This design comes from an exercise in tuning for small area on the open sky130 flow, not from production work. Function was checked by simulation only, so behaviour that the tests miss may differ from the original. No activity file was given, so power comes from the tool's default toggle rates.

==> flow/run.sh <==
#!/bin/bash
# The standard ORFS layout with two changes: the port buffers use a small buffer cell
# (sky130_fd_sc_hd__buf_1) instead of the default delay-buffer choice, and clock tree synthesis
# runs without dummy loads (same clock buffer list and clustering as config.mk).
set -euo pipefail
CTS="-sink_clustering_enable -repair_clock_nets -dont_use_dummy_load"
CTS="$CTS -buf_list sky130_fd_sc_hd__clkbuf_16 -sink_clustering_size 28 -sink_clustering_max_diameter 100"
bash standard.sh BUFFER_PORTS_ARGS="-buffer_cell sky130_fd_sc_hd__buf_1" CTS_ARGS="$CTS" finish > standard_flow.log 2>&1
==> standard.sh <==
#!/bin/bash
# synth_recipe.tcl (not shown) runs the flow's synth.tcl, then flattens the netlist and writes it again
# the make line also repeats each setting of config.mk as NAME=value (left out here)
make -C /OpenROAD-flow-scripts/flow DESIGN_CONFIG=/design/flow/config.mk WORK_HOME=/design/flow/orfs CLKGATE_MAP_FILE= SYNTH_SCRIPT=/design/flow/synth_recipe.tcl "${@:-finish}"
==> config.mk <==
export PLATFORM = sky130hd
export DESIGN_NAME = proc
export DESIGN_NICKNAME = proc
export VERILOG_FILES = /design/flow/design.v
export SDC_FILE = /design/flow/constraint.sdc
export NUM_CORES = 4
export LEC_CHECK = 0
export CAP_MARGIN = 10
export CORE_MARGIN = 2
export CORE_UTILIZATION = 52
export CTS_BUF_LIST = sky130_fd_sc_hd__clkbuf_16
export CTS_CLUSTER_DIAMETER = 100
export CTS_CLUSTER_SIZE = 28
export SLEW_MARGIN = 10
export SYNTH_HIERARCHICAL = 1
==> constraint.sdc <==
create_clock -name core_clock -period 22.0 [get_ports {clk}]
set_input_delay 4.4000 -clock core_clock [delete_from_list [all_inputs] [get_ports {clk}]]
set_output_delay 4.4000 -clock core_clock [all_outputs]
set_load 0.01 [all_outputs]
==> design.v <==
module proc(clk, rst, imem_addr, imem_rdata, addr, data_out, dmem_be, dmem_we, dmem_rdata, io_en);
  input clk, rst;
  output wire [31:0] imem_addr;
  input  wire [31:0] imem_rdata;
  output wire [31:0] addr, data_out;
  output wire [3:0] dmem_be;
  output wire dmem_we;
  input  wire [31:0] dmem_rdata;
  output wire io_en;
  wire [31:0] ins = imem_rdata;
  wire [15:0] h = ins[15:0];
  reg  [31:1] pc_q;
  wire [31:0] pc = {pc_q, 1'b0};
  reg  [31:1] pop_q;
  reg  [3:0]  flags;               
  reg  [2:0]  st;                  
  reg  [15:0] plist;
  reg  [3:0]  rnum;
  reg  [31:0] r [0:14];
  wire c_ldst  = h[15:13] == 3'b011;
  wire c_lit   = h[15:11] == 5'b01001;
  wire c_push  = h[15:9]  == 7'b1011010;
  wire c_pop   = h[15:9]  == 7'b1011110;
  wire c_imm8  = h[15:13] == 3'b001;
  wire c_asreg = h[15:10] == 6'b000110;
  wire c_adr   = h[15:12] == 4'b1010;
  wire c_ldsp  = h[15:12] == 4'b1001;
  wire c_asimm = h[15:10] == 6'b000111;
  wire c_shift = (h[15:13] == 3'b000) & ~(h[12] & h[11]);
  wire c_dp    = h[15:10] == 6'b010000;
  wire c_bx    = h[15:8]  == 8'b01000111;
  wire c_spec  = (h[15:10] == 6'b010001) & ~(h[9] & h[8]);
  wire c_rev   = h[15:8]  == 8'b10111010;
  wire c_ext   = h[15:8]  == 8'b10110010;
  wire c_adjsp = h[15:8]  == 8'b10110000;
  wire c_b     = h[15:11] == 5'b11100;
  wire c_bc    = h[15:12] == 4'b1101;
  wire c_bl    = (ins[31:30] == 2'b11) & (h[15:11] == 5'b11110);
  wire c_pp    = c_push | c_pop;
  wire c_br    = c_b | c_bc | c_bl | c_bx;
  wire [3:0] dop = h[9:6];
  wire dp_and = c_dp & (dop == 4'b0000);
  wire dp_eor = c_dp & (dop == 4'b0001);
  wire dp_lsl = c_dp & (dop == 4'b0010);
  wire dp_lsr = c_dp & ((dop == 4'b0011) | (dop == 4'b0100));
  wire dp_adc = c_dp & (dop == 4'b0101);
  wire dp_rsb = c_dp & (dop == 4'b1001);
  wire dp_cmp = c_dp & (dop == 4'b1010);
  wire dp_orr = c_dp & (dop == 4'b1100);
  wire dp_sum = c_dp & ~(dp_and | dp_eor | dp_lsl | dp_lsr | dp_orr);
  wire sh_lsl = c_shift & (h[12:11] == 2'b00);
  wire sh_lsr = c_shift & (h[12:11] != 2'b00);
  wire spec_mov = c_spec & (h[9:8] == 2'b10);
  wire a_pc  = c_adr & ~h[11];                   
  wire a_inc = c_lit | c_b | c_bc | c_bl;        
  wire a_p1  = c_b | c_bc | c_bl;                
  wire spec_cmp = c_spec & (h[9:8] == 2'b01);
  wire imm8_mov = c_imm8 & (h[12:11] == 2'b00);
  localparam S_IDLE = 3'b000, S_INIT = 3'b001, S_SHIFT = 3'b010, S_DONE = 3'b011,
             S_STORE = 3'b100, S_DEC = 3'b110, S_INC = 3'b111;
  wire s_done  = st == S_DONE;
  wire s_store = st == S_STORE;
  wire s_decinc = st[2] & st[1];
  wire s_dec   = st == S_DEC;
  wire [15:0] rlist = c_push ? {1'b0, h[8], 6'b0, h[7:0]} :
                      c_pop  ? {h[8], 7'b0, h[7:0]} : 16'b0;
  wire [15:0] rlist_rev = c_pop ? {h[0], h[1], h[2], h[3], h[4], h[5], h[6], h[7], 7'b0, h[8]} : 16'b0;
  reg [2:0] st_n;
  always @(*) begin
    case (st)
      S_IDLE:  st_n = c_pp ? S_INIT : S_IDLE;
      S_INIT, S_SHIFT:
               st_n = (plist == 16'b0) ? S_DONE : ~plist[0] ? S_SHIFT : c_push ? S_DEC : S_STORE;
      S_DEC:   st_n = S_STORE;
      S_INC:   st_n = S_SHIFT;
      S_STORE: st_n = c_push ? S_SHIFT : S_INC;
      S_DONE:  st_n = S_IDLE;
      default: st_n = S_IDLE;
    endcase
  end
  always @(posedge clk) begin
    if (rst) st <= S_IDLE;
    else     st <= st_n;
  end
  always @(posedge clk) begin
    case (st)
      S_IDLE:  plist <= c_push ? rlist : rlist_rev;
      S_INIT:  plist <= rlist;
      S_SHIFT: plist <= {1'b0, plist[15:1]};
      default: plist <= plist;
    endcase
  end
  always @(posedge clk) begin
    if (!rst) begin
      case (st)
        S_IDLE:  rnum <= c_push ? 4'hf : 4'h0;
        S_INIT:  rnum <= 4'hf;
        S_SHIFT: rnum <= c_push ? rnum + 4'h1 : rnum - 4'h1;
        default: rnum <= rnum;
      endcase
    end
  end
  wire save_pc = s_store & (rnum == 4'hf) & ~c_push & (plist != 16'b0);
  wire stall = c_pp & ~s_done;
  reg [3:0] ra, rb;
  always @(*) begin
    if (dp_rsb | a_pc | a_inc)     ra = 4'hf;       
    else if (c_dp)                 ra = {1'b0, h[2:0]};
    else if (c_bx | c_spec)        ra = h[6:3];
    else if (c_imm8)               ra = {1'b0, h[10:8]};
    else if (c_adr | c_ldsp | c_adjsp | (c_pp & st[2])) ra = 4'd13;
    else if (c_ldst | c_asreg | c_asimm | c_shift | c_rev | c_ext) ra = {1'b0, h[5:3]};
    else                           ra = 4'd0;
  end
  always @(*) begin
    if (c_ldst)                    rb = {1'b0, h[2:0]};
    else if (c_asreg)              rb = {1'b0, h[8:6]};
    else if (c_dp)                 rb = {1'b0, h[5:3]};
    else if (c_spec & ~spec_mov)   rb = {h[7], h[2:0]};
    else if (c_ldsp)               rb = {1'b0, h[10:8]};
    else if (c_pp)                 rb = rnum;
    else                           rb = 4'd0;
  end
  wire [479:0] rflat;
  wire [14:0] sel0, sel1;
  genvar gr;
  generate for (gr = 0; gr < 15; gr = gr + 1) begin : RSEL
    assign rflat[gr*32 +: 32] = r[gr];
    assign sel0[gr] = ra == gr;
    assign sel1[gr] = rb == gr;
  end endgenerate
  wire [31:0] q0, q1;
  rf_rdport rp1 (.rr(rflat), .s(sel1), .q(q1));
  wire [31:2] inc;
  inc30 uinc (.a(pc[31:2]), .y(inc));
  rf_rdport_a rp0 (.rr(rflat), .s(sel0), .xa(a_pc), .da(pc[31:1]), .xb(a_inc), .db(inc),
                   .xc(a_p1), .q(q0));
  wire [31:0] opa = q0;
  wire b_reg = c_asreg | c_dp | c_spec | (~c_ldst & ~c_lit & ~c_pp & ~c_imm8 & ~c_adr & ~c_ldsp &
               ~c_asimm & ~c_shift & ~c_bx & ~c_rev & ~c_ext & ~c_adjsp & ~c_br);
  reg [31:0] bimm;
  always @(*) begin
    bimm = 32'b0;
    if (c_ldst)       bimm[6:2] = h[12] ? {2'b0, h[10:8]} : h[10:6];
    if (c_lit | c_adr | c_ldsp) bimm[9:2] = h[7:0];
    if (c_imm8 & ~imm8_mov) bimm[7:0] = h[7:0];
    if (c_asimm)      bimm[2:0] = h[8:6];
    if (c_shift)      bimm[4:0] = h[10:6];
    if (c_adjsp)      bimm[8:2] = h[6:0];
    if (c_pp & s_decinc) bimm[2] = 1'b1;
    if (c_b)          bimm = {{20{h[10]}}, h[10:0], 1'b0};
    if (c_bc)         bimm = {{23{h[7]}}, h[7:0], 1'b0};
    if (c_bl)         bimm = {{8{h[10]}}, ~(h[10] ^ ins[29]), ~(h[10] ^ ins[27]), h[9:0], ins[26:16], 1'b0};
  end
  wire [31:0] opb = b_reg ? q1 : bimm;
  wire sub = (c_imm8 & h[11]) | ((c_asreg | c_asimm) & h[9]) | dp_rsb | dp_cmp | spec_cmp |
             (c_adjsp & h[7]) | (c_pp & s_dec);
  wire cin = sub | (dp_adc & flags[1]);
  wire [31:0] bn = sub ? ~opb : opb;
  wire [31:0] sum, pg, gg;
  wire cout;
  padd uadd (.a(opa), .b(bn), .c(cin), .s(sum), .co(cout), .p(pg), .g(gg));
  wire shl = sh_lsl | dp_lsl;
  wire shr = sh_lsr | dp_lsr;
  wire [32:0] shz;                                  
  shl33 ushl (.q(q0), .rev(shr), .b(opb[4:0]), .z(shz));
  wire sh_big = opb[31:6] != 26'b0;
  wire sh_ok  = ~sh_big & ~opb[5];                  
  wire sh_c = ~sh_big & (opb[5] ? shz[0] : shz[32]);
  wire t_sum = c_ldst | c_lit | c_imm8 | c_asreg | c_adr | c_ldsp | c_asimm | dp_sum | c_spec |
               c_adjsp | c_pp | ~(c_ldst | c_lit | c_pp | c_imm8 | c_asreg | c_adr | c_ldsp | c_asimm |
               c_shift | c_dp | c_bx | c_spec | c_rev | c_ext | c_adjsp | c_b | c_bc | c_bl);
  wire t_shl = shl & sh_ok;
  wire t_shr = shr & sh_ok;
  wire t_g = dp_and | dp_orr;
  wire t_p = dp_eor | dp_orr;
  wire e_lo  = c_ext;                        
  wire e_mid = c_ext & ~h[6];                
  wire e_b   = c_ext & ~h[7] & h[6];         
  wire e_h   = c_ext & ~h[7] & ~h[6];        
  wire [31:0] alu_out;
  genvar gb;
  generate for (gb = 0; gb < 32; gb = gb + 1) begin : AO
    if (gb < 8) begin : L
      aor #(7) u (.d({sum[gb], gg[gb], pg[gb], shz[gb], shz[31-gb], q0[31-(gb/8)*8-7+(gb%8)], q0[gb]}),
                  .s({t_sum, t_g, t_p, t_shl, t_shr, c_rev, e_lo}), .y(alu_out[gb]));
    end else if (gb < 16) begin : M
      aor #(8) u (.d({sum[gb], gg[gb], pg[gb], shz[gb], shz[31-gb], q0[31-(gb/8)*8-7+(gb%8)], q0[gb], q0[7]}),
                  .s({t_sum, t_g, t_p, t_shl, t_shr, c_rev, e_mid, e_b}), .y(alu_out[gb]));
    end else begin : H
      aor #(8) u (.d({sum[gb], gg[gb], pg[gb], shz[gb], shz[31-gb], q0[31-(gb/8)*8-7+(gb%8)], q0[7], q0[15]}),
                  .s({t_sum, t_g, t_p, t_shl, t_shr, c_rev, e_b, e_h}), .y(alu_out[gb]));
    end
  end endgenerate
  assign addr = alu_out;
  assign data_out = q1;
  assign dmem_we = ((c_ldst | c_ldsp) & ~h[11]) | (c_push & s_store);
  assign dmem_be = (c_ldst & h[12]) ? (4'b0001 << h[7:6]) : 4'hf;
  assign io_en = (|alu_out[31:24]) & dmem_we;
  wire [1:0] bsel = (c_ldst & h[12]) ? h[7:6] : 2'b00;
  wire [3:0] bs = {4{~rst}} & {bsel == 2'd3, bsel == 2'd2, bsel == 2'd1, bsel == 2'd0};
  wire [31:0] dsh;
  genvar gd;
  generate for (gd = 0; gd < 32; gd = gd + 1) begin : DS
    if (gd < 8) begin : B0
      aor #(4) u (.d({dmem_rdata[gd+24], dmem_rdata[gd+16], dmem_rdata[gd+8], dmem_rdata[gd]}), .s(bs), .y(dsh[gd]));
    end else if (gd < 16) begin : B1
      aor #(3) u (.d({dmem_rdata[gd+16], dmem_rdata[gd+8], dmem_rdata[gd]}), .s(bs[2:0]), .y(dsh[gd]));
    end else if (gd < 24) begin : B2
      aor #(2) u (.d({dmem_rdata[gd+8], dmem_rdata[gd]}), .s(bs[1:0]), .y(dsh[gd]));
    end else begin : B3
      aor #(1) u (.d(dmem_rdata[gd]), .s(bs[0]), .y(dsh[gd]));
    end
  end endgenerate
  wire nr = ~rst;
  wire w_dmem = nr & (c_ldst | c_lit | c_ldsp | (c_pp & ~s_decinc));
  wire w_mov  = nr & spec_mov;
  wire w_imm8 = nr & imm8_mov;
  wire w_lr   = nr & c_bl;
  wire w_alu  = nr & ~(c_ldst | c_lit | c_ldsp | (c_pp & ~s_decinc) | spec_mov | imm8_mov | c_bl);
  wire [31:0] lr = {inc, pc[1], 1'b1};
  wire [31:0] wd;
  genvar gw;
  generate for (gw = 0; gw < 32; gw = gw + 1) begin : WD
    if (gw < 8) begin : L
      aor #(5) u (.d({alu_out[gw], dsh[gw], q0[gw], h[gw], lr[gw]}), .s({w_alu, w_dmem, w_mov, w_imm8, w_lr}), .y(wd[gw]));
    end else begin : H
      aor #(4) u (.d({alu_out[gw], dsh[gw], q0[gw], lr[gw]}), .s({w_alu, w_dmem, w_mov, w_lr}), .y(wd[gw]));
    end
  end endgenerate
  reg [3:0] rw;
  always @(*) begin
    if (c_ldst | c_asreg | c_asimm | c_shift | c_dp | c_rev | c_ext) rw = {1'b0, h[2:0]};
    else if (c_spec)                    rw = {h[7], h[2:0]};
    else if (c_adjsp | c_pp & s_decinc) rw = 4'd13;
    else if (c_bl)                      rw = 4'd14;
    else if (c_pp)                      rw = rnum;
    else                                rw = {1'b0, h[10:8]};
  end
  wire we = (c_ldst & h[11]) | c_lit | (c_imm8 & (h[12:11] != 2'b01)) | c_asreg | c_adr |
            (c_ldsp & h[11]) | c_asimm | c_shift | (c_dp & ~dp_cmp) | (c_spec & ~spec_cmp) |
            c_rev | c_ext | c_adjsp | c_bl | (c_pp & (s_decinc | (s_store & ~c_push)));
  genvar gi;
  generate for (gi = 0; gi < 15; gi = gi + 1) begin : RF
    wire en = rst | (we & (rw == gi));
    always @(posedge clk) if (en) r[gi] <= wd;
  end endgenerate
  wire uns = c_lit | c_ldsp;
  wire c_shcarry = shl;
  wire c_zero = shr | dp_and | dp_eor | dp_orr | c_rev | c_ext;
  wire ovf = sum[31] ? (~opa[31] & ~bn[31]) : (opa[31] & bn[31]);
  wire nf = c_br ? 1'b0 : uns ? cout : sum[31];
  wire zf = c_br ? 1'b1 : ~(|sum);
  wire cf = c_br ? 1'b0 : c_shcarry ? sh_c : c_zero ? 1'b0 : cout;
  wire vf = c_br ? 1'b0 : uns ? cout : ovf;
  wire fn = flags[3], fz = flags[2], fc = flags[1], fv = flags[0];
  reg taken;
  always @(*) begin
    case (h[11:8])
      4'h0: taken = fz;
      4'h1: taken = ~fz;
      4'h2: taken = fc;
      4'h3: taken = ~fc;
      4'h4: taken = fn;
      4'h5: taken = ~fn;
      4'h6: taken = fv;
      4'h7: taken = ~fv;
      4'h8: taken = fc & ~fz;
      4'h9: taken = ~fc | fz;
      4'ha: taken = fn == fv;
      4'hb: taken = fn != fv;
      4'hc: taken = ~fz & (fn == fv);
      4'hd: taken = fz & (fn != fv);
      default: taken = 1'b1;
    endcase
  end
  wire n_br  = nr & (c_bx | c_b | c_bl | (c_bc & taken));
  wire n_pop = nr & c_pop & h[8];
  wire n_seq = nr & ~(c_bx | c_b | c_bl | (c_bc & taken) | (c_pop & h[8]));
  wire n_inc = n_seq & pc[1];
  wire n_pc  = n_seq & ~pc[1];
  wire [31:1] npc;
  aor #(3) unpc1 (.d({sum[1], pop_q[1], 1'b1}), .s({n_br, n_pop, n_pc}), .y(npc[1]));
  genvar gp;
  generate for (gp = 2; gp < 32; gp = gp + 1) begin : NP
    aor #(4) u (.d({sum[gp], pop_q[gp], inc[gp], pc[gp]}), .s({n_br, n_pop, n_inc, n_pc}), .y(npc[gp]));
  end endgenerate
  always @(posedge clk) begin
    if (rst | ~stall) begin
      pc_q <= npc;
      flags <= {nf, zf, cf, vf} & {4{nr}};
    end
  end
  always @(posedge clk) begin
    if (rst | save_pc) pop_q <= dsh[31:1];
  end
  assign imem_addr = pc;
endmodule
module rf_rdport(rr, s, q);
  input [479:0] rr;
  input [14:0] s;
  output [31:0] q;
  genvar j, k;
  generate for (j = 0; j < 32; j = j + 1) begin : B
    wire [4:0] y;
    for (k = 0; k < 5; k = k + 1) begin : G
      rf_aoi222 u (.a1(rr[(3*k)*32+j]), .a2(s[3*k]), .b1(rr[(3*k+1)*32+j]), .b2(s[3*k+1]),
                   .c1(rr[(3*k+2)*32+j]), .c2(s[3*k+2]), .y(y[k]));
    end
    rf_nand5 n (.a(y[0]), .b(y[1]), .c(y[2]), .d(y[3]), .e(y[4]), .y(q[j]));
  end endgenerate
endmodule
module rf_aoi222(a1, a2, b1, b2, c1, c2, y);
  input a1, a2, b1, b2, c1, c2;
  output y;
  assign y = ~((a1 & a2) | (b1 & b2) | (c1 & c2));
endmodule
module rf_nand5(a, b, c, d, e, y);
  input a, b, c, d, e;
  output y;
  assign y = ~(a & b & c & d & e);
endmodule
module aor #(parameter N = 3) (d, s, y);
  input [N-1:0] d, s;
  output y;
  localparam N3 = N / 3;
  localparam R = N % 3;
  localparam G = N3 + R;
  genvar k;
  generate
    if (N == 1) begin : A1
      g_and2 u (.a(d[0]), .b(s[0]), .y(y));
    end else if (N == 2) begin : A2
      g_ao22 u (.a1(d[0]), .a2(s[0]), .b1(d[1]), .b2(s[1]), .y(y));
    end else begin : AN
      wire [G-1:0] gy;
      for (k = 0; k < N3; k = k + 1) begin : T
        rf_aoi222 u (.a1(d[3*k]), .a2(s[3*k]), .b1(d[3*k+1]), .b2(s[3*k+1]), .c1(d[3*k+2]), .c2(s[3*k+2]), .y(gy[k]));
      end
      for (k = 0; k < R; k = k + 1) begin : P
        g_nand2 u (.a(d[3*N3+k]), .b(s[3*N3+k]), .y(gy[N3+k]));
      end
      g_nandn #(G) un (.a(gy), .y(y));
    end
  endgenerate
endmodule
module g_and2(a, b, y);
  input a, b;
  output y;
  assign y = a & b;
endmodule
module g_ao22(a1, a2, b1, b2, y);
  input a1, a2, b1, b2;
  output y;
  assign y = (a1 & a2) | (b1 & b2);
endmodule
module g_nand2(a, b, y);
  input a, b;
  output y;
  assign y = ~(a & b);
endmodule
module g_nandn #(parameter G = 2) (a, y);
  input [G-1:0] a;
  output y;
  assign y = ~(&a);
endmodule
module inc30(a, y);
  input [29:0] a;
  output [29:0] y;
  wire [30:0] c;
  assign c[0] = 1'b1;
  genvar i;
  generate for (i = 0; i < 30; i = i + 1) begin : H
    assign y[i] = a[i] ^ c[i];
    assign c[i+1] = a[i] & c[i];
  end endgenerate
endmodule
module padd(a, b, c, s, co, p, g);
  input [31:0] a, b;
  input c;
  output [31:0] s, p, g;
  output co;
  assign p = a ^ b;
  assign g = a & b;
  wire G0_0 = g[0] | (p[0] & c);
  wire G1_1 = g[1];
  wire P1_1 = p[1];
  wire G2_2 = g[2];
  wire P2_2 = p[2];
  wire G3_3 = g[3];
  wire P3_3 = p[3];
  wire G4_4 = g[4];
  wire P4_4 = p[4];
  wire G5_5 = g[5];
  wire P5_5 = p[5];
  wire G6_6 = g[6];
  wire P6_6 = p[6];
  wire G7_7 = g[7];
  wire P7_7 = p[7];
  wire G8_8 = g[8];
  wire P8_8 = p[8];
  wire G9_9 = g[9];
  wire P9_9 = p[9];
  wire G10_10 = g[10];
  wire P10_10 = p[10];
  wire G11_11 = g[11];
  wire P11_11 = p[11];
  wire G12_12 = g[12];
  wire P12_12 = p[12];
  wire G13_13 = g[13];
  wire P13_13 = p[13];
  wire G14_14 = g[14];
  wire P14_14 = p[14];
  wire G15_15 = g[15];
  wire P15_15 = p[15];
  wire G16_16 = g[16];
  wire P16_16 = p[16];
  wire G17_17 = g[17];
  wire P17_17 = p[17];
  wire G18_18 = g[18];
  wire P18_18 = p[18];
  wire G19_19 = g[19];
  wire P19_19 = p[19];
  wire G20_20 = g[20];
  wire P20_20 = p[20];
  wire G21_21 = g[21];
  wire P21_21 = p[21];
  wire G22_22 = g[22];
  wire P22_22 = p[22];
  wire G23_23 = g[23];
  wire P23_23 = p[23];
  wire G24_24 = g[24];
  wire P24_24 = p[24];
  wire G25_25 = g[25];
  wire P25_25 = p[25];
  wire G26_26 = g[26];
  wire P26_26 = p[26];
  wire G27_27 = g[27];
  wire P27_27 = p[27];
  wire G28_28 = g[28];
  wire P28_28 = p[28];
  wire G29_29 = g[29];
  wire P29_29 = p[29];
  wire G30_30 = g[30];
  wire P30_30 = p[30];
  wire G31_31 = g[31];
  wire P31_31 = p[31];
  wire G1_0 = G1_1 | (P1_1 & G0_0);
  wire G3_2 = G3_3 | (P3_3 & G2_2);
  wire P3_2 = P3_3 & P2_2;
  wire G5_4 = G5_5 | (P5_5 & G4_4);
  wire P5_4 = P5_5 & P4_4;
  wire G7_6 = G7_7 | (P7_7 & G6_6);
  wire P7_6 = P7_7 & P6_6;
  wire G9_8 = G9_9 | (P9_9 & G8_8);
  wire P9_8 = P9_9 & P8_8;
  wire G11_10 = G11_11 | (P11_11 & G10_10);
  wire P11_10 = P11_11 & P10_10;
  wire G13_12 = G13_13 | (P13_13 & G12_12);
  wire P13_12 = P13_13 & P12_12;
  wire G15_14 = G15_15 | (P15_15 & G14_14);
  wire P15_14 = P15_15 & P14_14;
  wire G17_16 = G17_17 | (P17_17 & G16_16);
  wire P17_16 = P17_17 & P16_16;
  wire G19_18 = G19_19 | (P19_19 & G18_18);
  wire P19_18 = P19_19 & P18_18;
  wire G21_20 = G21_21 | (P21_21 & G20_20);
  wire P21_20 = P21_21 & P20_20;
  wire G23_22 = G23_23 | (P23_23 & G22_22);
  wire P23_22 = P23_23 & P22_22;
  wire G25_24 = G25_25 | (P25_25 & G24_24);
  wire P25_24 = P25_25 & P24_24;
  wire G27_26 = G27_27 | (P27_27 & G26_26);
  wire P27_26 = P27_27 & P26_26;
  wire G29_28 = G29_29 | (P29_29 & G28_28);
  wire P29_28 = P29_29 & P28_28;
  wire G31_30 = G31_31 | (P31_31 & G30_30);
  wire P31_30 = P31_31 & P30_30;
  wire G3_0 = G3_2 | (P3_2 & G1_0);
  wire G7_4 = G7_6 | (P7_6 & G5_4);
  wire P7_4 = P7_6 & P5_4;
  wire G11_8 = G11_10 | (P11_10 & G9_8);
  wire P11_8 = P11_10 & P9_8;
  wire G15_12 = G15_14 | (P15_14 & G13_12);
  wire P15_12 = P15_14 & P13_12;
  wire G19_16 = G19_18 | (P19_18 & G17_16);
  wire P19_16 = P19_18 & P17_16;
  wire G23_20 = G23_22 | (P23_22 & G21_20);
  wire P23_20 = P23_22 & P21_20;
  wire G27_24 = G27_26 | (P27_26 & G25_24);
  wire P27_24 = P27_26 & P25_24;
  wire G31_28 = G31_30 | (P31_30 & G29_28);
  wire P31_28 = P31_30 & P29_28;
  wire G7_0 = G7_4 | (P7_4 & G3_0);
  wire G15_8 = G15_12 | (P15_12 & G11_8);
  wire P15_8 = P15_12 & P11_8;
  wire G23_16 = G23_20 | (P23_20 & G19_16);
  wire P23_16 = P23_20 & P19_16;
  wire G31_24 = G31_28 | (P31_28 & G27_24);
  wire P31_24 = P31_28 & P27_24;
  wire G15_0 = G15_8 | (P15_8 & G7_0);
  wire G31_16 = G31_24 | (P31_24 & G23_16);
  wire P31_16 = P31_24 & P23_16;
  wire G31_0 = G31_16 | (P31_16 & G15_0);
  wire G23_0 = G23_16 | (P23_16 & G15_0);
  wire G11_0 = G11_8 | (P11_8 & G7_0);
  wire G19_0 = G19_16 | (P19_16 & G15_0);
  wire G27_0 = G27_24 | (P27_24 & G23_0);
  wire G5_0 = G5_4 | (P5_4 & G3_0);
  wire G9_0 = G9_8 | (P9_8 & G7_0);
  wire G13_0 = G13_12 | (P13_12 & G11_0);
  wire G17_0 = G17_16 | (P17_16 & G15_0);
  wire G21_0 = G21_20 | (P21_20 & G19_0);
  wire G25_0 = G25_24 | (P25_24 & G23_0);
  wire G29_0 = G29_28 | (P29_28 & G27_0);
  wire G2_0 = G2_2 | (P2_2 & G1_0);
  wire G4_0 = G4_4 | (P4_4 & G3_0);
  wire G6_0 = G6_6 | (P6_6 & G5_0);
  wire G8_0 = G8_8 | (P8_8 & G7_0);
  wire G10_0 = G10_10 | (P10_10 & G9_0);
  wire G12_0 = G12_12 | (P12_12 & G11_0);
  wire G14_0 = G14_14 | (P14_14 & G13_0);
  wire G16_0 = G16_16 | (P16_16 & G15_0);
  wire G18_0 = G18_18 | (P18_18 & G17_0);
  wire G20_0 = G20_20 | (P20_20 & G19_0);
  wire G22_0 = G22_22 | (P22_22 & G21_0);
  wire G24_0 = G24_24 | (P24_24 & G23_0);
  wire G26_0 = G26_26 | (P26_26 & G25_0);
  wire G28_0 = G28_28 | (P28_28 & G27_0);
  wire G30_0 = G30_30 | (P30_30 & G29_0);
  assign s[0] = p[0] ^ c;
  assign s[1] = p[1] ^ G0_0;
  assign s[2] = p[2] ^ G1_0;
  assign s[3] = p[3] ^ G2_0;
  assign s[4] = p[4] ^ G3_0;
  assign s[5] = p[5] ^ G4_0;
  assign s[6] = p[6] ^ G5_0;
  assign s[7] = p[7] ^ G6_0;
  assign s[8] = p[8] ^ G7_0;
  assign s[9] = p[9] ^ G8_0;
  assign s[10] = p[10] ^ G9_0;
  assign s[11] = p[11] ^ G10_0;
  assign s[12] = p[12] ^ G11_0;
  assign s[13] = p[13] ^ G12_0;
  assign s[14] = p[14] ^ G13_0;
  assign s[15] = p[15] ^ G14_0;
  assign s[16] = p[16] ^ G15_0;
  assign s[17] = p[17] ^ G16_0;
  assign s[18] = p[18] ^ G17_0;
  assign s[19] = p[19] ^ G18_0;
  assign s[20] = p[20] ^ G19_0;
  assign s[21] = p[21] ^ G20_0;
  assign s[22] = p[22] ^ G21_0;
  assign s[23] = p[23] ^ G22_0;
  assign s[24] = p[24] ^ G23_0;
  assign s[25] = p[25] ^ G24_0;
  assign s[26] = p[26] ^ G25_0;
  assign s[27] = p[27] ^ G26_0;
  assign s[28] = p[28] ^ G27_0;
  assign s[29] = p[29] ^ G28_0;
  assign s[30] = p[30] ^ G29_0;
  assign s[31] = p[31] ^ G30_0;
  assign co = G31_0;
endmodule
module shl33(q, rev, b, z);
  input [31:0] q;
  input rev;
  input [4:0] b;
  output [32:0] z;
  wire [4:0] nb = ~b;
  wire [31:0] t0;   
  g_mux2i m0_0 (.a0(q[0]), .a1(q[31]), .s(rev), .y(t0[0]));
  g_mux2i m0_1 (.a0(q[1]), .a1(q[30]), .s(rev), .y(t0[1]));
  g_mux2i m0_2 (.a0(q[2]), .a1(q[29]), .s(rev), .y(t0[2]));
  g_mux2i m0_3 (.a0(q[3]), .a1(q[28]), .s(rev), .y(t0[3]));
  g_mux2i m0_4 (.a0(q[4]), .a1(q[27]), .s(rev), .y(t0[4]));
  g_mux2i m0_5 (.a0(q[5]), .a1(q[26]), .s(rev), .y(t0[5]));
  g_mux2i m0_6 (.a0(q[6]), .a1(q[25]), .s(rev), .y(t0[6]));
  g_mux2i m0_7 (.a0(q[7]), .a1(q[24]), .s(rev), .y(t0[7]));
  g_mux2i m0_8 (.a0(q[8]), .a1(q[23]), .s(rev), .y(t0[8]));
  g_mux2i m0_9 (.a0(q[9]), .a1(q[22]), .s(rev), .y(t0[9]));
  g_mux2i m0_10 (.a0(q[10]), .a1(q[21]), .s(rev), .y(t0[10]));
  g_mux2i m0_11 (.a0(q[11]), .a1(q[20]), .s(rev), .y(t0[11]));
  g_mux2i m0_12 (.a0(q[12]), .a1(q[19]), .s(rev), .y(t0[12]));
  g_mux2i m0_13 (.a0(q[13]), .a1(q[18]), .s(rev), .y(t0[13]));
  g_mux2i m0_14 (.a0(q[14]), .a1(q[17]), .s(rev), .y(t0[14]));
  g_mux2i m0_15 (.a0(q[15]), .a1(q[16]), .s(rev), .y(t0[15]));
  g_mux2i m0_16 (.a0(q[16]), .a1(q[15]), .s(rev), .y(t0[16]));
  g_mux2i m0_17 (.a0(q[17]), .a1(q[14]), .s(rev), .y(t0[17]));
  g_mux2i m0_18 (.a0(q[18]), .a1(q[13]), .s(rev), .y(t0[18]));
  g_mux2i m0_19 (.a0(q[19]), .a1(q[12]), .s(rev), .y(t0[19]));
  g_mux2i m0_20 (.a0(q[20]), .a1(q[11]), .s(rev), .y(t0[20]));
  g_mux2i m0_21 (.a0(q[21]), .a1(q[10]), .s(rev), .y(t0[21]));
  g_mux2i m0_22 (.a0(q[22]), .a1(q[9]), .s(rev), .y(t0[22]));
  g_mux2i m0_23 (.a0(q[23]), .a1(q[8]), .s(rev), .y(t0[23]));
  g_mux2i m0_24 (.a0(q[24]), .a1(q[7]), .s(rev), .y(t0[24]));
  g_mux2i m0_25 (.a0(q[25]), .a1(q[6]), .s(rev), .y(t0[25]));
  g_mux2i m0_26 (.a0(q[26]), .a1(q[5]), .s(rev), .y(t0[26]));
  g_mux2i m0_27 (.a0(q[27]), .a1(q[4]), .s(rev), .y(t0[27]));
  g_mux2i m0_28 (.a0(q[28]), .a1(q[3]), .s(rev), .y(t0[28]));
  g_mux2i m0_29 (.a0(q[29]), .a1(q[2]), .s(rev), .y(t0[29]));
  g_mux2i m0_30 (.a0(q[30]), .a1(q[1]), .s(rev), .y(t0[30]));
  g_mux2i m0_31 (.a0(q[31]), .a1(q[0]), .s(rev), .y(t0[31]));
  wire [32:0] t1;   
  g_nor2 s0_0 (.a(b[0]), .b(t0[0]), .y(t1[0]));
  g_mux2i s0_1 (.a0(t0[1]), .a1(t0[0]), .s(b[0]), .y(t1[1]));
  g_mux2i s0_2 (.a0(t0[2]), .a1(t0[1]), .s(b[0]), .y(t1[2]));
  g_mux2i s0_3 (.a0(t0[3]), .a1(t0[2]), .s(b[0]), .y(t1[3]));
  g_mux2i s0_4 (.a0(t0[4]), .a1(t0[3]), .s(b[0]), .y(t1[4]));
  g_mux2i s0_5 (.a0(t0[5]), .a1(t0[4]), .s(b[0]), .y(t1[5]));
  g_mux2i s0_6 (.a0(t0[6]), .a1(t0[5]), .s(b[0]), .y(t1[6]));
  g_mux2i s0_7 (.a0(t0[7]), .a1(t0[6]), .s(b[0]), .y(t1[7]));
  g_mux2i s0_8 (.a0(t0[8]), .a1(t0[7]), .s(b[0]), .y(t1[8]));
  g_mux2i s0_9 (.a0(t0[9]), .a1(t0[8]), .s(b[0]), .y(t1[9]));
  g_mux2i s0_10 (.a0(t0[10]), .a1(t0[9]), .s(b[0]), .y(t1[10]));
  g_mux2i s0_11 (.a0(t0[11]), .a1(t0[10]), .s(b[0]), .y(t1[11]));
  g_mux2i s0_12 (.a0(t0[12]), .a1(t0[11]), .s(b[0]), .y(t1[12]));
  g_mux2i s0_13 (.a0(t0[13]), .a1(t0[12]), .s(b[0]), .y(t1[13]));
  g_mux2i s0_14 (.a0(t0[14]), .a1(t0[13]), .s(b[0]), .y(t1[14]));
  g_mux2i s0_15 (.a0(t0[15]), .a1(t0[14]), .s(b[0]), .y(t1[15]));
  g_mux2i s0_16 (.a0(t0[16]), .a1(t0[15]), .s(b[0]), .y(t1[16]));
  g_mux2i s0_17 (.a0(t0[17]), .a1(t0[16]), .s(b[0]), .y(t1[17]));
  g_mux2i s0_18 (.a0(t0[18]), .a1(t0[17]), .s(b[0]), .y(t1[18]));
  g_mux2i s0_19 (.a0(t0[19]), .a1(t0[18]), .s(b[0]), .y(t1[19]));
  g_mux2i s0_20 (.a0(t0[20]), .a1(t0[19]), .s(b[0]), .y(t1[20]));
  g_mux2i s0_21 (.a0(t0[21]), .a1(t0[20]), .s(b[0]), .y(t1[21]));
  g_mux2i s0_22 (.a0(t0[22]), .a1(t0[21]), .s(b[0]), .y(t1[22]));
  g_mux2i s0_23 (.a0(t0[23]), .a1(t0[22]), .s(b[0]), .y(t1[23]));
  g_mux2i s0_24 (.a0(t0[24]), .a1(t0[23]), .s(b[0]), .y(t1[24]));
  g_mux2i s0_25 (.a0(t0[25]), .a1(t0[24]), .s(b[0]), .y(t1[25]));
  g_mux2i s0_26 (.a0(t0[26]), .a1(t0[25]), .s(b[0]), .y(t1[26]));
  g_mux2i s0_27 (.a0(t0[27]), .a1(t0[26]), .s(b[0]), .y(t1[27]));
  g_mux2i s0_28 (.a0(t0[28]), .a1(t0[27]), .s(b[0]), .y(t1[28]));
  g_mux2i s0_29 (.a0(t0[29]), .a1(t0[28]), .s(b[0]), .y(t1[29]));
  g_mux2i s0_30 (.a0(t0[30]), .a1(t0[29]), .s(b[0]), .y(t1[30]));
  g_mux2i s0_31 (.a0(t0[31]), .a1(t0[30]), .s(b[0]), .y(t1[31]));
  g_nor2 s0_32 (.a(nb[0]), .b(t0[31]), .y(t1[32]));
  wire [32:0] t2;   
  g_nand2 s1_0 (.a(nb[1]), .b(t1[0]), .y(t2[0]));
  g_nand2 s1_1 (.a(nb[1]), .b(t1[1]), .y(t2[1]));
  g_mux2i s1_2 (.a0(t1[2]), .a1(t1[0]), .s(b[1]), .y(t2[2]));
  g_mux2i s1_3 (.a0(t1[3]), .a1(t1[1]), .s(b[1]), .y(t2[3]));
  g_mux2i s1_4 (.a0(t1[4]), .a1(t1[2]), .s(b[1]), .y(t2[4]));
  g_mux2i s1_5 (.a0(t1[5]), .a1(t1[3]), .s(b[1]), .y(t2[5]));
  g_mux2i s1_6 (.a0(t1[6]), .a1(t1[4]), .s(b[1]), .y(t2[6]));
  g_mux2i s1_7 (.a0(t1[7]), .a1(t1[5]), .s(b[1]), .y(t2[7]));
  g_mux2i s1_8 (.a0(t1[8]), .a1(t1[6]), .s(b[1]), .y(t2[8]));
  g_mux2i s1_9 (.a0(t1[9]), .a1(t1[7]), .s(b[1]), .y(t2[9]));
  g_mux2i s1_10 (.a0(t1[10]), .a1(t1[8]), .s(b[1]), .y(t2[10]));
  g_mux2i s1_11 (.a0(t1[11]), .a1(t1[9]), .s(b[1]), .y(t2[11]));
  g_mux2i s1_12 (.a0(t1[12]), .a1(t1[10]), .s(b[1]), .y(t2[12]));
  g_mux2i s1_13 (.a0(t1[13]), .a1(t1[11]), .s(b[1]), .y(t2[13]));
  g_mux2i s1_14 (.a0(t1[14]), .a1(t1[12]), .s(b[1]), .y(t2[14]));
  g_mux2i s1_15 (.a0(t1[15]), .a1(t1[13]), .s(b[1]), .y(t2[15]));
  g_mux2i s1_16 (.a0(t1[16]), .a1(t1[14]), .s(b[1]), .y(t2[16]));
  g_mux2i s1_17 (.a0(t1[17]), .a1(t1[15]), .s(b[1]), .y(t2[17]));
  g_mux2i s1_18 (.a0(t1[18]), .a1(t1[16]), .s(b[1]), .y(t2[18]));
  g_mux2i s1_19 (.a0(t1[19]), .a1(t1[17]), .s(b[1]), .y(t2[19]));
  g_mux2i s1_20 (.a0(t1[20]), .a1(t1[18]), .s(b[1]), .y(t2[20]));
  g_mux2i s1_21 (.a0(t1[21]), .a1(t1[19]), .s(b[1]), .y(t2[21]));
  g_mux2i s1_22 (.a0(t1[22]), .a1(t1[20]), .s(b[1]), .y(t2[22]));
  g_mux2i s1_23 (.a0(t1[23]), .a1(t1[21]), .s(b[1]), .y(t2[23]));
  g_mux2i s1_24 (.a0(t1[24]), .a1(t1[22]), .s(b[1]), .y(t2[24]));
  g_mux2i s1_25 (.a0(t1[25]), .a1(t1[23]), .s(b[1]), .y(t2[25]));
  g_mux2i s1_26 (.a0(t1[26]), .a1(t1[24]), .s(b[1]), .y(t2[26]));
  g_mux2i s1_27 (.a0(t1[27]), .a1(t1[25]), .s(b[1]), .y(t2[27]));
  g_mux2i s1_28 (.a0(t1[28]), .a1(t1[26]), .s(b[1]), .y(t2[28]));
  g_mux2i s1_29 (.a0(t1[29]), .a1(t1[27]), .s(b[1]), .y(t2[29]));
  g_mux2i s1_30 (.a0(t1[30]), .a1(t1[28]), .s(b[1]), .y(t2[30]));
  g_mux2i s1_31 (.a0(t1[31]), .a1(t1[29]), .s(b[1]), .y(t2[31]));
  g_mux2i s1_32 (.a0(t1[32]), .a1(t1[30]), .s(b[1]), .y(t2[32]));
  wire [32:0] t3;   
  g_nor2 s2_0 (.a(b[2]), .b(t2[0]), .y(t3[0]));
  g_nor2 s2_1 (.a(b[2]), .b(t2[1]), .y(t3[1]));
  g_nor2 s2_2 (.a(b[2]), .b(t2[2]), .y(t3[2]));
  g_nor2 s2_3 (.a(b[2]), .b(t2[3]), .y(t3[3]));
  g_mux2i s2_4 (.a0(t2[4]), .a1(t2[0]), .s(b[2]), .y(t3[4]));
  g_mux2i s2_5 (.a0(t2[5]), .a1(t2[1]), .s(b[2]), .y(t3[5]));
  g_mux2i s2_6 (.a0(t2[6]), .a1(t2[2]), .s(b[2]), .y(t3[6]));
  g_mux2i s2_7 (.a0(t2[7]), .a1(t2[3]), .s(b[2]), .y(t3[7]));
  g_mux2i s2_8 (.a0(t2[8]), .a1(t2[4]), .s(b[2]), .y(t3[8]));
  g_mux2i s2_9 (.a0(t2[9]), .a1(t2[5]), .s(b[2]), .y(t3[9]));
  g_mux2i s2_10 (.a0(t2[10]), .a1(t2[6]), .s(b[2]), .y(t3[10]));
  g_mux2i s2_11 (.a0(t2[11]), .a1(t2[7]), .s(b[2]), .y(t3[11]));
  g_mux2i s2_12 (.a0(t2[12]), .a1(t2[8]), .s(b[2]), .y(t3[12]));
  g_mux2i s2_13 (.a0(t2[13]), .a1(t2[9]), .s(b[2]), .y(t3[13]));
  g_mux2i s2_14 (.a0(t2[14]), .a1(t2[10]), .s(b[2]), .y(t3[14]));
  g_mux2i s2_15 (.a0(t2[15]), .a1(t2[11]), .s(b[2]), .y(t3[15]));
  g_mux2i s2_16 (.a0(t2[16]), .a1(t2[12]), .s(b[2]), .y(t3[16]));
  g_mux2i s2_17 (.a0(t2[17]), .a1(t2[13]), .s(b[2]), .y(t3[17]));
  g_mux2i s2_18 (.a0(t2[18]), .a1(t2[14]), .s(b[2]), .y(t3[18]));
  g_mux2i s2_19 (.a0(t2[19]), .a1(t2[15]), .s(b[2]), .y(t3[19]));
  g_mux2i s2_20 (.a0(t2[20]), .a1(t2[16]), .s(b[2]), .y(t3[20]));
  g_mux2i s2_21 (.a0(t2[21]), .a1(t2[17]), .s(b[2]), .y(t3[21]));
  g_mux2i s2_22 (.a0(t2[22]), .a1(t2[18]), .s(b[2]), .y(t3[22]));
  g_mux2i s2_23 (.a0(t2[23]), .a1(t2[19]), .s(b[2]), .y(t3[23]));
  g_mux2i s2_24 (.a0(t2[24]), .a1(t2[20]), .s(b[2]), .y(t3[24]));
  g_mux2i s2_25 (.a0(t2[25]), .a1(t2[21]), .s(b[2]), .y(t3[25]));
  g_mux2i s2_26 (.a0(t2[26]), .a1(t2[22]), .s(b[2]), .y(t3[26]));
  g_mux2i s2_27 (.a0(t2[27]), .a1(t2[23]), .s(b[2]), .y(t3[27]));
  g_mux2i s2_28 (.a0(t2[28]), .a1(t2[24]), .s(b[2]), .y(t3[28]));
  g_mux2i s2_29 (.a0(t2[29]), .a1(t2[25]), .s(b[2]), .y(t3[29]));
  g_mux2i s2_30 (.a0(t2[30]), .a1(t2[26]), .s(b[2]), .y(t3[30]));
  g_mux2i s2_31 (.a0(t2[31]), .a1(t2[27]), .s(b[2]), .y(t3[31]));
  g_mux2i s2_32 (.a0(t2[32]), .a1(t2[28]), .s(b[2]), .y(t3[32]));
  wire [32:0] t4;   
  g_nand2 s3_0 (.a(nb[3]), .b(t3[0]), .y(t4[0]));
  g_nand2 s3_1 (.a(nb[3]), .b(t3[1]), .y(t4[1]));
  g_nand2 s3_2 (.a(nb[3]), .b(t3[2]), .y(t4[2]));
  g_nand2 s3_3 (.a(nb[3]), .b(t3[3]), .y(t4[3]));
  g_nand2 s3_4 (.a(nb[3]), .b(t3[4]), .y(t4[4]));
  g_nand2 s3_5 (.a(nb[3]), .b(t3[5]), .y(t4[5]));
  g_nand2 s3_6 (.a(nb[3]), .b(t3[6]), .y(t4[6]));
  g_nand2 s3_7 (.a(nb[3]), .b(t3[7]), .y(t4[7]));
  g_mux2i s3_8 (.a0(t3[8]), .a1(t3[0]), .s(b[3]), .y(t4[8]));
  g_mux2i s3_9 (.a0(t3[9]), .a1(t3[1]), .s(b[3]), .y(t4[9]));
  g_mux2i s3_10 (.a0(t3[10]), .a1(t3[2]), .s(b[3]), .y(t4[10]));
  g_mux2i s3_11 (.a0(t3[11]), .a1(t3[3]), .s(b[3]), .y(t4[11]));
  g_mux2i s3_12 (.a0(t3[12]), .a1(t3[4]), .s(b[3]), .y(t4[12]));
  g_mux2i s3_13 (.a0(t3[13]), .a1(t3[5]), .s(b[3]), .y(t4[13]));
  g_mux2i s3_14 (.a0(t3[14]), .a1(t3[6]), .s(b[3]), .y(t4[14]));
  g_mux2i s3_15 (.a0(t3[15]), .a1(t3[7]), .s(b[3]), .y(t4[15]));
  g_mux2i s3_16 (.a0(t3[16]), .a1(t3[8]), .s(b[3]), .y(t4[16]));
  g_mux2i s3_17 (.a0(t3[17]), .a1(t3[9]), .s(b[3]), .y(t4[17]));
  g_mux2i s3_18 (.a0(t3[18]), .a1(t3[10]), .s(b[3]), .y(t4[18]));
  g_mux2i s3_19 (.a0(t3[19]), .a1(t3[11]), .s(b[3]), .y(t4[19]));
  g_mux2i s3_20 (.a0(t3[20]), .a1(t3[12]), .s(b[3]), .y(t4[20]));
  g_mux2i s3_21 (.a0(t3[21]), .a1(t3[13]), .s(b[3]), .y(t4[21]));
  g_mux2i s3_22 (.a0(t3[22]), .a1(t3[14]), .s(b[3]), .y(t4[22]));
  g_mux2i s3_23 (.a0(t3[23]), .a1(t3[15]), .s(b[3]), .y(t4[23]));
  g_mux2i s3_24 (.a0(t3[24]), .a1(t3[16]), .s(b[3]), .y(t4[24]));
  g_mux2i s3_25 (.a0(t3[25]), .a1(t3[17]), .s(b[3]), .y(t4[25]));
  g_mux2i s3_26 (.a0(t3[26]), .a1(t3[18]), .s(b[3]), .y(t4[26]));
  g_mux2i s3_27 (.a0(t3[27]), .a1(t3[19]), .s(b[3]), .y(t4[27]));
  g_mux2i s3_28 (.a0(t3[28]), .a1(t3[20]), .s(b[3]), .y(t4[28]));
  g_mux2i s3_29 (.a0(t3[29]), .a1(t3[21]), .s(b[3]), .y(t4[29]));
  g_mux2i s3_30 (.a0(t3[30]), .a1(t3[22]), .s(b[3]), .y(t4[30]));
  g_mux2i s3_31 (.a0(t3[31]), .a1(t3[23]), .s(b[3]), .y(t4[31]));
  g_mux2i s3_32 (.a0(t3[32]), .a1(t3[24]), .s(b[3]), .y(t4[32]));
  wire [32:0] t5;   
  g_nor2 s4_0 (.a(b[4]), .b(t4[0]), .y(t5[0]));
  g_nor2 s4_1 (.a(b[4]), .b(t4[1]), .y(t5[1]));
  g_nor2 s4_2 (.a(b[4]), .b(t4[2]), .y(t5[2]));
  g_nor2 s4_3 (.a(b[4]), .b(t4[3]), .y(t5[3]));
  g_nor2 s4_4 (.a(b[4]), .b(t4[4]), .y(t5[4]));
  g_nor2 s4_5 (.a(b[4]), .b(t4[5]), .y(t5[5]));
  g_nor2 s4_6 (.a(b[4]), .b(t4[6]), .y(t5[6]));
  g_nor2 s4_7 (.a(b[4]), .b(t4[7]), .y(t5[7]));
  g_nor2 s4_8 (.a(b[4]), .b(t4[8]), .y(t5[8]));
  g_nor2 s4_9 (.a(b[4]), .b(t4[9]), .y(t5[9]));
  g_nor2 s4_10 (.a(b[4]), .b(t4[10]), .y(t5[10]));
  g_nor2 s4_11 (.a(b[4]), .b(t4[11]), .y(t5[11]));
  g_nor2 s4_12 (.a(b[4]), .b(t4[12]), .y(t5[12]));
  g_nor2 s4_13 (.a(b[4]), .b(t4[13]), .y(t5[13]));
  g_nor2 s4_14 (.a(b[4]), .b(t4[14]), .y(t5[14]));
  g_nor2 s4_15 (.a(b[4]), .b(t4[15]), .y(t5[15]));
  g_mux2i s4_16 (.a0(t4[16]), .a1(t4[0]), .s(b[4]), .y(t5[16]));
  g_mux2i s4_17 (.a0(t4[17]), .a1(t4[1]), .s(b[4]), .y(t5[17]));
  g_mux2i s4_18 (.a0(t4[18]), .a1(t4[2]), .s(b[4]), .y(t5[18]));
  g_mux2i s4_19 (.a0(t4[19]), .a1(t4[3]), .s(b[4]), .y(t5[19]));
  g_mux2i s4_20 (.a0(t4[20]), .a1(t4[4]), .s(b[4]), .y(t5[20]));
  g_mux2i s4_21 (.a0(t4[21]), .a1(t4[5]), .s(b[4]), .y(t5[21]));
  g_mux2i s4_22 (.a0(t4[22]), .a1(t4[6]), .s(b[4]), .y(t5[22]));
  g_mux2i s4_23 (.a0(t4[23]), .a1(t4[7]), .s(b[4]), .y(t5[23]));
  g_mux2i s4_24 (.a0(t4[24]), .a1(t4[8]), .s(b[4]), .y(t5[24]));
  g_mux2i s4_25 (.a0(t4[25]), .a1(t4[9]), .s(b[4]), .y(t5[25]));
  g_mux2i s4_26 (.a0(t4[26]), .a1(t4[10]), .s(b[4]), .y(t5[26]));
  g_mux2i s4_27 (.a0(t4[27]), .a1(t4[11]), .s(b[4]), .y(t5[27]));
  g_mux2i s4_28 (.a0(t4[28]), .a1(t4[12]), .s(b[4]), .y(t5[28]));
  g_mux2i s4_29 (.a0(t4[29]), .a1(t4[13]), .s(b[4]), .y(t5[29]));
  g_mux2i s4_30 (.a0(t4[30]), .a1(t4[14]), .s(b[4]), .y(t5[30]));
  g_mux2i s4_31 (.a0(t4[31]), .a1(t4[15]), .s(b[4]), .y(t5[31]));
  g_mux2i s4_32 (.a0(t4[32]), .a1(t4[16]), .s(b[4]), .y(t5[32]));
  assign z = t5;
endmodule
module g_mux2i(a0, a1, s, y);
  input a0, a1, s;
  output y;
  assign y = ~(s ? a1 : a0);
endmodule
module g_nor2(a, b, y);
  input a, b;
  output y;
  assign y = ~(a | b);
endmodule
module rf_rdport_a(rr, s, xa, da, xb, db, xc, q);
  input [479:0] rr;
  input [14:0] s;
  input xa, xb, xc;
  input [31:1] da;
  input [31:2] db;
  output [31:0] q;
  wire xac = xa | xc;
  genvar j, k;
  generate for (j = 0; j < 32; j = j + 1) begin : B
    wire [4:0] y;
    for (k = 0; k < 5; k = k + 1) begin : G
      rf_aoi222 u (.a1(rr[(3*k)*32+j]), .a2(s[3*k]), .b1(rr[(3*k+1)*32+j]), .b2(s[3*k+1]),
                   .c1(rr[(3*k+2)*32+j]), .c2(s[3*k+2]), .y(y[k]));
    end
    if (j == 0) begin : N0
      rf_nand5 n (.a(y[0]), .b(y[1]), .c(y[2]), .d(y[3]), .e(y[4]), .y(q[j]));
    end else if (j == 1) begin : N1
      rf_nand5o1 n (.a(y[0]), .b(y[1]), .c(y[2]), .d(y[3]), .e(y[4]), .f1(xac), .f2(da[1]), .y(q[j]));
    end else begin : N2
      rf_nand5o2 n (.a(y[0]), .b(y[1]), .c(y[2]), .d(y[3]), .e(y[4]), .f1(xa), .f2(da[j]),
                    .g1(xb), .g2(db[j]), .y(q[j]));
    end
  end endgenerate
endmodule
module rf_nand5o1(a, b, c, d, e, f1, f2, y);
  input a, b, c, d, e, f1, f2;
  output y;
  assign y = ~(a & b & c & d & e) | (f1 & f2);
endmodule
module rf_nand5o2(a, b, c, d, e, f1, f2, g1, g2, y);
  input a, b, c, d, e, f1, f2, g1, g2;
  output y;
  assign y = ~(a & b & c & d & e) | (f1 & f2) | (g1 & g2);
endmodule
==> summary.md <==
| Metric | Value |
|---|---|
| VDD IR-drop max | about 0.071 mV |
| Fin. Hold Viols | 0 |
| Ys async rst share | 0 |
| Pwr Density | around 110 nW/um^2 |
| Vias | slightly below 30,000 |
| Rows | about 90 |
| Routability cong. | between 1 and 1.5 |
| RSZ-0062 raised after global routing | no |
| Clk sink count | between 500 and 600 |
| Critical path required time | 17,600 ps |
| Synth warn | 8 |
| Worst skew pair latency | approximately 660 ps |
| Final min period | between 15,000 and 20,000 ps |
| Initial antenna violation count | 10 |
| Crit-path slowest cell | nor2_1 |
| Mapped Area | 31,200 um^2 |
| Detailed Routing Iterations Pass 1 | 15 |
| CTS clock-pin slew for the worst setup and hold paths | around 110 ps |
| H-tree levels | 1 |
| Cell Area, Placed | 33,700 um^2 |
| DRC viols | 0 |
| Layout cell share with drive strength beyond 1 | 0.0847 |
| Largest net degree at the start of global routing | 38 |
| CTS Hold Bufs | 0 |
| Fmax | about 55 MHz |
| Synth cell types | 90 |
| Tcrit/Tclk final | 0.828 |
| CP max stage delay | around 750 ps |
| CTS tree | done |
| IO Count | between 150 and 200 |
| Met1 Use GR | 0.587 |
| DP Wirelength | about 96,000 um |
| Number of port buffers | 165 |
| Area added between synthesis and finish | 10.0% |
| Synth area leaders | edfxtp_1, a222oi_1, mux2i_1 |
| Post-synth EDFFs | about 570 |
| Final instance area | about 34,000 um^2 |
| Setup repair bufs after CTS | 0 |
| Post-synthesis register bit count | roughly 570 |
| Syn avg cell area | about 13 um^2 |
| Final nets | around 2,900 |
| Worst hold path class | reg -> reg |
| Max-cap violations | 0 |
| Vias in the first global route | approximately 27,000 |
| Critical path endpoint category | primary output |
| DIE AREA | 62,000 um^2 |
| Total core area | between 50,000 and 60,000 um^2 |
| First-pass GRT wire length | approximately 200,000 um |
| Worst-Margin Slew | roughly 1200 ps |
| Crit path max fanout | 34 |
| Layout fillers | 4,911 |
| DR WL/cell | 41.3 um |
| Busiest grt layer | met2 |
| Final setup viols | 0 |
| Starting Density | 0.527 |
| Vias per Instance | around 8.3 |
| CTS resizes | 0 |
| CTS buffer count | 26 |
| Clk buf depth | 3 |
| Setup TNS | 0 ps |
| Antenna viol nets, final | 0 |
| Worst Skew | around 110 ps |
| Synth Instances | 2,470 |
| CP Launch Type | input port |
| Share of the synthesized area in the top cell type | 0.544 |
| Die Width | about 250 um |
| Critical Path AT | 13,820 ps |
| Outcome | finished clean |
| Clk Tree Root Cell | clkbuf_16 |
| GRT met3 Usage | 0.128 |
| CP most frequent cell | fa_1 |
| GRT met2 Usage | 0.648 |
| Drt initial violations | approximately 7,600 |
| Final WL | between 100,000 and 150,000 um |
| Synth area leader | edfxtp_1 |
| Crit path kind | in -> out |
| Ys flop type | edfxtp_1 |
| Die Height | 249 um |
| Tot GR Track Use | 0.447 |
| Fin. max-slew vios | 0 |
| Leakage Power | between 10 and 15 nW |
| Grt ovf | 0 |
| Worst slew margin | 0.180 |
| Sequential fraction of the synthesis area | 0.546 |
## critical path, delay by kind of cell
| kind | cells | cell delay [ps] |
|---|---|---|
| buffers and inverters | 6 | 1170 |
| AO/OA/AOI/OAI | 12 | 4040 |
| AND/OR/NAND/NOR | 8 | 2320 |
| XOR/XNOR | 2 | 780 |
| adder cells (fa/ha/maj) | 3 | 1020 |
## power by group
group / switching [mW] / leakage, nW / internal, mW
clock: 0.331 / 0.320 / 0.211
sequential: 0.130 / 5.95 / 1.54
combinational: 1.13 / 6.10 / 0.401
total: 1.59 / 12.4 / 2.15
## cell usage after synthesis (all sizes together), types with 16 or more instances
library cell,n
nand2b,18
and2,16
inv,43
nand2,297
o21ai,35
mux2i,174
nand3,95
nor2,102
clkbuf,37
edfxtp,566
a22o,51
xor2,25
buf,19
nor3,25
xnor2,34
a21o,17
nand4,36
nor4,23
fa,18
or3,33
nor2b,19
and3,39
ha,62
a222oi,469
a21oi,53
## per-layer routing
metal	vias to the layer above	share of wire	routed length (um)
met2	2959	0.42	59900
met3	502	0.16	23400
met5	-	0.00024	34
li1	11400	-	-
met4	6	0.080	11500
met1	14000	0.34	49200
## Yosys stat by module, one instance, submodules excluded, a selection
module      times used  cells
rf_aoi222          463      1
padd                 1    145
rf_nand5o2          30      4
rf_nand5o1           1      3
g_and2               8      1
g_nand2            144      1
g_ao22               8      1
inc30                1     30
proc                 1   1181
## stage by stage
stage	hold WS, ps	worst slack [ps]	power (mW)	instances	utilization
after floorplan	505	5680	2.46	2471	-
final	550	3780	3.73	3485	0.580
after detailed placement	526	4080	3.13	3450	0.569
after global routing	582	3420	3.82	3481	0.580
after global placement	526	4190	3.09	3450	0.569
after CTS	550	4040	3.65	3476	0.580
## cell usage in the layout (no fill, tap or decap), types with 51 or more instances in the layout
| cell | instances |
|---|---|
| mux2i_1 | 174 |
| edfxtp_1 | 566 |
| a222oi_1 | 469 |
| a21oi_1 | 53 |
| nor2_1 | 69 |
| nand3_1 | 94 |
| buf_4 | 97 |
| ha_1 | 62 |
| a22o_1 | 51 |
| nand2_1 | 296 |
| buf_1 | 164 |
## sequential cells by signal (all words and copies together), names as in the netlist
name / flops
rnum: 4
pop_q: 31
pc_q: 31
flags: 4
st: 3
r: 480
plist: 16
## area by class of cell
cell class	count	area, um^2	area share
clock buffers	26	651	0.0189
inverters	43	161	0.00470
well taps	773	967	0.0282
repair buffers	262	1350	0.0393
flip-flops and latches	569	17100	0.496
diodes	9	22.5	0.000656
multi-input cells	1803	14100	0.412
## final timing paths
path / start / end / slack, ps / depth (start not counted)
max: imem_rdata[12] / io_en / 3780 / 31
min: pop_q[1] / pc_q[1] / 550 / 2
min reg2reg: pop_q[1] / pc_q[1] / 550 / 2
max reg2reg: pc_q[2] / r[12][1] / 10870 / 41
## logic make-up after synthesis
group	share of synthesized area
AO/OA/AOI/OAI	0.215
XOR/XNOR	0.0165
adder cells (fa/ha/maj)	0.0364
buffers and inverters	0.0129
flip-flops	0.546
multiplexers	0.0572
other	0.000240
AND/OR/NAND/NOR	0.115

-- separate check: timing with driven ports --
Ports are ideal in the flow. The routed layout listed here was re-timed in OpenROAD. Step 1, drivers: a clkbuf_16 drives clk and a buf_2 each remaining input, both assumed. Step 2 times the ports against the registers' clock, not the clock port: input delays grow and output delays shrink by t, the midpoint of the rising clock arrivals with the driver on. Three values: ideal, step 1, step 2; two values: the first two.
shift t [ns]: 0.679
setup slack, ns: 3.778 / 3.745 / 3.745
worst setup path at the end: input to output
clock arrival spread, ns: 0.110 / 0.109
worst data-port slew with drivers (ns): 0.16
After both steps this run still meets setup and hold. For this run, drivers alone change the setup slack by -0.033 ns; drivers and shift together by -0.033 ns.
